From an optimization exercise on the open Yosys and OpenROAD flow, aimed at small area, a short achievable clock period and few clock cycles per item; shortcuts taken in it are not production practice.
RTL that was checked went through simulation tests only; none was proved equivalent to the original.

## orange
==> module seq_coder, before the edit <==
module seq_coder (
  input  logic                            clk_i,
  input  logic                            rst_ni,
  input  logic                            xfer_i,
  input  logic                            tag_i,
  input  logic                            open_i,
  input  logic                            res_nz_i,
  input  logic                            res_last_i,
  input  logic [DATA_W-1:0]               base_i,
  input  logic [0:BLOCK_SIZE-1][DATA_W-1:0] words_i,
  input  logic                            room_i,     
  output logic                            free_o,     
  output logic                            vld_o,
  output logic [7:0]                      code_o,
  output logic [3:0]                      len_o,
  output logic                            end_o
);
  logic [0:BLOCK_SIZE-1][DATA_W-1:0] e_d, e_q;     
  logic [1:BLOCK_SIZE-1]           b_d, b_q, b_n;  
  logic [BLOCK_SIZE-2:0]           p_n, p_0;       
  logic [BLOCK_SIZE-2:0]           q_q, q_d;       
  logic [BLOCK_SIZE-2:0]           p, x;
  logic [3:0]                      s_d, s_q;       
  logic [3:0]                      zr_d, zr_q;     
  logic                            xz_d, xz_q;     
  logic                            sl_d, sl_q;     
  logic                            busy_d, busy_q, tag_d, tag_q, open_d, open_q;
  logic [7:0]                      symb;
  logic                            symb_short;
  assign free_o = !busy_q && room_i;
  always_comb
    for (int k = 1; k < BLOCK_SIZE; k++) begin
      p[BLOCK_SIZE-1-k]   = e_q[k][0] ^ e_q[k-1][0] ^ b_q[k];
      b_n[k]              = (!e_q[k][0] && e_q[k-1][0]) || (!(e_q[k][0] ^ e_q[k-1][0]) && b_q[k]);
      p_n[BLOCK_SIZE-1-k] = e_q[k][1] ^ e_q[k-1][1] ^ b_n[k];
      p_0[BLOCK_SIZE-1-k] = words_i[k][0] ^ words_i[k-1][0];
    end
  assign x = p ^ q_q;
  dbx_compressor compressor_i (
    .dbp_i  (p),
    .dbx_i  (x),
    .symb_o (symb),
    .short_o(symb_short)
  );
  always_comb begin
    logic adv;
    logic [3:0] zeros;
    adv    = 1'b0;
    busy_d = busy_q;
    tag_d  = tag_q;
    open_d = open_q;
    if (open_q && res_nz_i)
      open_d = 1'b0;
    if (open_q && res_last_i) begin
      open_d = 1'b0;
      tag_d  = 1'b1;
    end
    s_d    = s_q;
    zr_d   = zr_q;
    e_d    = e_q;
    b_d    = b_q;
    q_d    = q_q;
    vld_o  = 1'b0;
    code_o = '0;
    len_o  = '0;
    end_o  = 1'b0;
    zeros  = zr_q;
    xz_d   = xz_q;
    sl_d   = sl_q;
    if (xfer_i) begin
      vld_o  = 1'b1;
      code_o = base_i;
      len_o  = 4'd8;
      busy_d = 1'b1;
      tag_d  = tag_i;
      open_d = open_i;
      s_d    = '0;
      zr_d   = '0;
      e_d    = words_i;
      b_d    = '0;
      q_d    = '0;
      sl_d   = 1'b0;
      xz_d   = (p_0 == '0);
    end else if (busy_q) begin
      if (xz_q && !sl_q) begin
        adv  = 1'b1;
        zr_d = zr_q + 4'd1;
      end else if (room_i && !(sl_q && open_q)) begin
        vld_o = 1'b1;
        if (xz_q || zr_q != '0) begin
          if (xz_q)
            zeros = zr_q + 4'd1;
          if (zeros == 4'd1) begin
            code_o = 8'b01000000;
            len_o  = 4'd2;
          end else begin
            code_o = {3'b001, 3'(zeros - 4'd2), 2'b00};
            len_o  = 4'd6;
          end
          zr_d = '0;
        end else begin
          code_o = symb;
          len_o  = symb_short ? 4'd5 : 4'd8;
        end
        if (xz_q || zr_q == '0) begin
          if (sl_q) begin
            busy_d = 1'b0;
            end_o  = tag_q;
          end else
            adv = 1'b1;
        end
      end
      if (adv) begin
        s_d  = s_q + 4'd1;
        sl_d = (s_q == 4'(DATA_W-1));
        q_d  = p;
        xz_d = (p_n == p);
        b_d  = b_n;
        for (int k = 0; k < BLOCK_SIZE; k++)
          e_d[k] = {e_q[k][DATA_W-1], e_q[k][DATA_W-1:1]};
      end
    end
  end
  always_ff @(posedge clk_i or negedge rst_ni) begin
    if (~rst_ni) begin
      busy_q <= 1'b0;
      open_q <= 1'b0;
    end else begin
      busy_q <= busy_d;
      open_q <= open_d;
    end
  end
  always_ff @(posedge clk_i) begin
    tag_q <= tag_d;
    xz_q  <= xz_d;
    sl_q  <= sl_d;
    s_q   <= s_d;
    zr_q  <= zr_d;
    e_q   <= e_d;
    b_q   <= b_d;
    q_q   <= q_d;
  end
endmodule
Settings: LEC_CHECK=0, CAP_MARGIN=20, CORE_MARGIN=2, CORE_UTILIZATION=40, PLACE_DENSITY=0.6, SLEW_MARGIN=20; clock period 12.0 ns.
standard.sh (not shown) runs the stock make flow with config.mk's settings and CLKGATE_MAP_FILE= SYNTH_SCRIPT=/design/flow/synth_recipe.tcl, a recipe that flattens the netlist after the stock synthesis.
==> flow/flow/run.sh <==
#!/bin/bash
# Standard layout, with repair_timing asked for extra setup slack against
# the design's own constraints (same SDC, same clock period).
cp standard.sh standard_copy.sh.txt 2>/dev/null
export SETUP_SLACK_MARGIN=8.6
bash standard.sh > standard_flow.log 2>&1
Here is what was changed in the inputs of blue compared with orange.
--- a/flow/design.v
+++ b/flow/design.v
@@ -253,9 +253,11 @@
     .short_o(symb_short)
   );
   always_comb begin
-    logic adv;
+    logic adv, lastz, fin;
     logic [3:0] zeros;
     adv    = 1'b0;
+    lastz  = 1'b0;
+    fin    = 1'b0;
     busy_d = busy_q;
     tag_d  = tag_q;
     open_d = open_q;
@@ -292,14 +294,16 @@
       sl_d   = 1'b0;
       xz_d   = (p_0 == '0);
     end else if (busy_q) begin
-      if (xz_q && !sl_q) begin
+      lastz = (s_q == 4'(DATA_W-1)) && xz_q && (p_n == p);
+      fin   = sl_q || lastz;
+      if (xz_q && !fin) begin
         adv  = 1'b1;
         zr_d = zr_q + 4'd1;
-      end else if (room_i && !(sl_q && open_q)) begin
+      end else if (room_i && !(fin && open_q)) begin
         vld_o = 1'b1;
         if (xz_q || zr_q != '0) begin
           if (xz_q)
-            zeros = zr_q + 4'd1;
+            zeros = zr_q + (lastz ? 4'd2 : 4'd1);
           if (zeros == 4'd1) begin
             code_o = 8'b01000000;
             len_o  = 4'd2;
@@ -313,7 +317,7 @@
           len_o  = symb_short ? 4'd5 : 4'd8;
         end
         if (xz_q || zr_q == '0) begin
-          if (sl_q) begin
+          if (fin) begin
             busy_d = 1'b0;
             end_o  = tag_q;
           end else
Design area delta (blue -> orange): insignificant
orange has a lower post-CTS setup buffer count than blue.
blue: all stages complete, timing, DRC and antenna checks passed
Slowest cell on the critical path = edfxtp_1: orange; slowest cell on the critical path = fa_2: blue
Layout clock buffer count went down by a few percent going from orange to blue.
Between blue and orange, the core utilization does not differ in any meaningful way.
As of blue, amount of wire on met2 after detailed routing had fallen slightly compared to orange.
The netlist area before placement was comparable across orange and blue.
Function was not checked in any run of this note: the RTL went through the layout flow alone.


ebpc_encoder, a different RTL version from the one above (not shown whole).
For scale: ~1100 cells after synthesis, about 260 flip-flops, roughly 37 I/O pins, ~0.013 mm^2 of cells after synthesis.
==> module seq_coder, before the edit <==
module seq_coder (
  input  logic                            clk_i,
  input  logic                            rst_ni,
  input  logic                            xfer_i,
  input  logic                            tag_i,
  input  logic                            open_i,
  input  logic                            res_nz_i,
  input  logic                            res_last_i,
  input  logic [DATA_W-1:0]               base_i,
  input  logic [0:BLOCK_SIZE-1][DATA_W-1:0] words_i,
  input  logic                            room_i,     
  output logic                            free_o,     
  output logic                            busy_d_o,
  output logic                            vld_o,
  output logic [7:0]                      code_o,
  output logic [3:0]                      len_o,
  output logic                            end_o
);
  logic [0:BLOCK_SIZE-1][DATA_W-1:0] e_d, e_q;     
  logic [1:BLOCK_SIZE-1]           b_d, b_q, b_n;  
  logic [BLOCK_SIZE-2:0]           q_q, q_d;       
  logic [BLOCK_SIZE-2:0]           p, x;
  logic [3:0]                      s_d, s_q;       
  logic [3:0]                      zr_d, zr_q;     
  logic                            xz;             
  logic [2:0]                      bi;             
  logic [0:BLOCK_SIZE-1]           eb;             
  logic                            sl_d, sl_q;     
  logic                            xz2_d, xz2_q;   
  logic [1:BLOCK_SIZE-1]           z8;
  logic                            busy_d, busy_q, tag_d, tag_q, open_d, open_q;
  logic [7:0]                      symb;
  logic                            symb_short;
  assign free_o   = !busy_q && room_i;
  assign busy_d_o = busy_d;
  assign bi = s_q[3] ? 3'(DATA_W-1) : s_q[2:0];
  always_comb
    for (int k = 0; k < BLOCK_SIZE; k++)
      eb[k] = e_q[k][bi];
  always_comb
    for (int k = 1; k < BLOCK_SIZE; k++) begin
      p[BLOCK_SIZE-1-k] = eb[k] ^ eb[k-1] ^ b_q[k];
      b_n[k]            = (!eb[k] && eb[k-1]) || (!(eb[k] ^ eb[k-1]) && b_q[k]);
      z8[k] = (e_q[k][DATA_W-1] == e_q[k-1][DATA_W-1]) || (b_n[k] == e_q[k-1][DATA_W-1]);
    end
  assign x  = p ^ q_q;
  assign xz = (x == '0);
  dbx_compressor compressor_i (
    .dbp_i  (p),
    .dbx_i  (x),
    .symb_o (symb),
    .short_o(symb_short)
  );
  always_comb begin
    logic adv, lastz, fin;
    logic [3:0] zeros;
    adv    = 1'b0;
    lastz  = 1'b0;
    fin    = 1'b0;
    busy_d = busy_q;
    tag_d  = tag_q;
    open_d = open_q;
    if (open_q && res_nz_i)
      open_d = 1'b0;
    if (open_q && res_last_i) begin
      open_d = 1'b0;
      tag_d  = 1'b1;
    end
    s_d    = s_q;
    zr_d   = zr_q;
    e_d    = e_q;
    b_d    = b_q;
    q_d    = q_q;
    vld_o  = 1'b0;
    code_o = '0;
    len_o  = '0;
    end_o  = 1'b0;
    zeros  = zr_q;
    xz2_d  = xz2_q;
    sl_d   = sl_q;
    if (xfer_i) begin
      vld_o  = 1'b1;
      code_o = base_i;
      len_o  = 4'd8;
      busy_d = 1'b1;
      tag_d  = tag_i;
      open_d = open_i;
      s_d    = '0;
      zr_d   = '0;
      e_d    = words_i;
      b_d    = '0;
      q_d    = '0;
      sl_d   = 1'b0;
      xz2_d  = 1'b0;
    end else if (busy_q) begin
      lastz = (s_q == 4'(DATA_W-1)) && xz && xz2_q;
      fin   = sl_q || lastz;
      if (xz && !fin) begin
        adv  = 1'b1;
        zr_d = zr_q + 4'd1;
      end else if (room_i && !(fin && open_q)) begin
        vld_o = 1'b1;
        if (xz || zr_q != '0) begin
          if (xz)
            zeros = zr_q + (lastz ? 4'd2 : 4'd1);
          if (zeros == 4'd1) begin
            code_o = 8'b01000000;
            len_o  = 4'd2;
          end else begin
            code_o = {3'b001, 3'(zeros - 4'd2), 2'b00};
            len_o  = 4'd6;
          end
          zr_d = '0;
        end else begin
          code_o = symb;
          len_o  = symb_short ? 4'd5 : 4'd8;
        end
        if (xz || zr_q == '0) begin
          if (fin) begin
            busy_d = 1'b0;
            end_o  = tag_q;
          end else
            adv = 1'b1;
        end
      end
      if (adv) begin
        s_d  = s_q + 4'd1;
        sl_d = (s_q == 4'(DATA_W-1));
        q_d  = p;
        xz2_d = &z8;    
        b_d  = b_n;
      end
    end
  end
  always_ff @(posedge clk_i or negedge rst_ni) begin
    if (~rst_ni) begin
      busy_q <= 1'b0;
      open_q <= 1'b0;
    end else begin
      busy_q <= busy_d;
      open_q <= open_d;
    end
  end
  always_ff @(posedge clk_i) begin
    tag_q <= tag_d;
    xz2_q <= xz2_d;
    sl_q  <= sl_d;
    s_q   <= s_d;
    zr_q  <= zr_d;
    e_q   <= e_d;
    b_q   <= b_d;
    q_q   <= q_d;
  end
endmodule
export LEC_CHECK = 0
export CAP_MARGIN = 20
export CORE_MARGIN = 2
export CORE_UTILIZATION = 55
export CTS_CLUSTER_DIAMETER = 100
export CTS_CLUSTER_SIZE = 25
export PLACE_DENSITY = 0.7
export SLEW_MARGIN = 20
create_clock -name core_clock -period 12.0 [get_ports {clk_i}]
Scripts as last shown in full above: flow/flow/run.sh
Next try:
--- a/flow/design.v
+++ b/flow/design.v
@@ -235,13 +235,12 @@
 );
   logic [0:BLOCK_SIZE-1][DATA_W-1:0] e_d, e_q;     
   logic [1:BLOCK_SIZE-1]           b_d, b_q, b_n;  
+  logic [BLOCK_SIZE-2:0]           p_n, p_0;       
   logic [BLOCK_SIZE-2:0]           q_q, q_d;       
   logic [BLOCK_SIZE-2:0]           p, x;
   logic [3:0]                      s_d, s_q;       
   logic [3:0]                      zr_d, zr_q;     
-  logic                            xz;             
-  logic [2:0]                      bi;             
-  logic [0:BLOCK_SIZE-1]           eb;             
+  logic                            xz_d, xz_q;     
   logic                            sl_d, sl_q;     
   logic                            xz2_d, xz2_q;   
   logic [1:BLOCK_SIZE-1]           z8;
@@ -250,18 +249,15 @@
   logic                            symb_short;
   assign free_o   = !busy_q && room_i;
   assign busy_d_o = busy_d;
-  assign bi = s_q[3] ? 3'(DATA_W-1) : s_q[2:0];
-  always_comb
-    for (int k = 0; k < BLOCK_SIZE; k++)
-      eb[k] = e_q[k][bi];
   always_comb
     for (int k = 1; k < BLOCK_SIZE; k++) begin
-      p[BLOCK_SIZE-1-k] = eb[k] ^ eb[k-1] ^ b_q[k];
-      b_n[k]            = (!eb[k] && eb[k-1]) || (!(eb[k] ^ eb[k-1]) && b_q[k]);
-      z8[k] = (e_q[k][DATA_W-1] == e_q[k-1][DATA_W-1]) || (b_n[k] == e_q[k-1][DATA_W-1]);
+      p[BLOCK_SIZE-1-k]   = e_q[k][0] ^ e_q[k-1][0] ^ b_q[k];
+      b_n[k]              = (!e_q[k][0] && e_q[k-1][0]) || (!(e_q[k][0] ^ e_q[k-1][0]) && b_q[k]);
+      p_n[BLOCK_SIZE-1-k] = e_q[k][1] ^ e_q[k-1][1] ^ b_n[k];
+      p_0[BLOCK_SIZE-1-k] = words_i[k][0] ^ words_i[k-1][0];
+      z8[k] = (e_q[k][1] == e_q[k-1][1]) || (b_n[k] == e_q[k-1][1]);
     end
-  assign x  = p ^ q_q;
-  assign xz = (x == '0);
+  assign x = p ^ q_q;
   dbx_compressor compressor_i (
     .dbp_i  (p),
     .dbx_i  (x),
@@ -293,6 +289,7 @@
     len_o  = '0;
     end_o  = 1'b0;
     zeros  = zr_q;
+    xz_d   = xz_q;
     xz2_d  = xz2_q;
     sl_d   = sl_q;
     if (xfer_i) begin
@@ -308,17 +305,18 @@
       b_d    = '0;
       q_d    = '0;
       sl_d   = 1'b0;
+      xz_d   = (p_0 == '0);
       xz2_d  = 1'b0;
     end else if (busy_q) begin
-      lastz = (s_q == 4'(DATA_W-1)) && xz && xz2_q;
+      lastz = (s_q == 4'(DATA_W-1)) && xz_q && xz2_q;
       fin   = sl_q || lastz;
-      if (xz && !fin) begin
+      if (xz_q && !fin) begin
         adv  = 1'b1;
         zr_d = zr_q + 4'd1;
       end else if (room_i && !(fin && open_q)) begin
         vld_o = 1'b1;
-        if (xz || zr_q != '0) begin
-          if (xz)
+        if (xz_q || zr_q != '0) begin
+          if (xz_q)
             zeros = zr_q + (lastz ? 4'd2 : 4'd1);
           if (zeros == 4'd1) begin
             code_o = 8'b01000000;
@@ -332,7 +330,7 @@
           code_o = symb;
           len_o  = symb_short ? 4'd5 : 4'd8;
         end
-        if (xz || zr_q == '0) begin
+        if (xz_q || zr_q == '0) begin
           if (fin) begin
             busy_d = 1'b0;
             end_o  = tag_q;
@@ -344,8 +342,11 @@
         s_d  = s_q + 4'd1;
         sl_d = (s_q == 4'(DATA_W-1));
         q_d  = p;
+        xz_d  = (p_n == p);
         xz2_d = &z8;    
         b_d  = b_n;
+        for (int k = 0; k < BLOCK_SIZE; k++)
+          e_d[k] = {e_q[k][DATA_W-1], e_q[k][DATA_W-1:1]};
       end
     end
   end
@@ -360,6 +361,7 @@
   end
   always_ff @(posedge clk_i) begin
     tag_q <= tag_d;
+    xz_q  <= xz_d;
     xz2_q <= xz2_d;
     sl_q  <= sl_d;
     s_q   <= s_d;
The new run produced a clean layout.
Routed wire length came out lower by about 9%.
Setup slack is better by 0.97 ns.
Register-to-register slack improved by 1.2 ns.
Flip-flop and latch count goes up by 1.
Hold slack is worse by 0.0050 ns.
Cell area shrinks by 9.2%.
Testbench counts after the change, summed over its fixed seeds: cycles 28,903, words 28,155.
No functional check of the RTL was part of the first run of this note.

## separate check: timing with driven ports
In the flow no input, the clock included, has a driving cell. The finished layouts below were timed again as built, in two steps. Step 1 sets driving cells, clkbuf_16 on the clock port and buf_2 on the other inputs (assumed; they add their load-dependent delay and slew). Step 2 also shifts input and output timing later by t, the mid clock arrival at the registers, as if the neighbouring blocks saw the same clock. a / b / c = no drivers / after step 1 / after step 2; a / b = the first two.
| run | t, ns | setup WS [ns] | worst setup path at the end | latest minus earliest clock arrival (ns) | pins driven straight from the clock port |
|---|---|---|---|---|---|
| orange | 0.598 | 8.496 / 8.451 / 8.040 | input to register | 0.025 / 0.024 | 1 |
| blue | 0.609 | 7.947 / 7.947 / 7.947 | register to register | 0.026 / 0.026 | 1 |
| the first run of note 2 | 0.536 | 7.557 / 7.557 / 7.557 | register to register | 0.028 / 0.029 | 1 |
| the second run of note 2 | 0.544 | 8.532 / 8.484 / 8.161 | input to register | 0.033 / 0.033 | 1 |
After both steps setup and hold are still met in every run listed. The setup slack of orange, which loses most, moves by -0.045 ns with the drivers and by -0.456 ns with both steps.
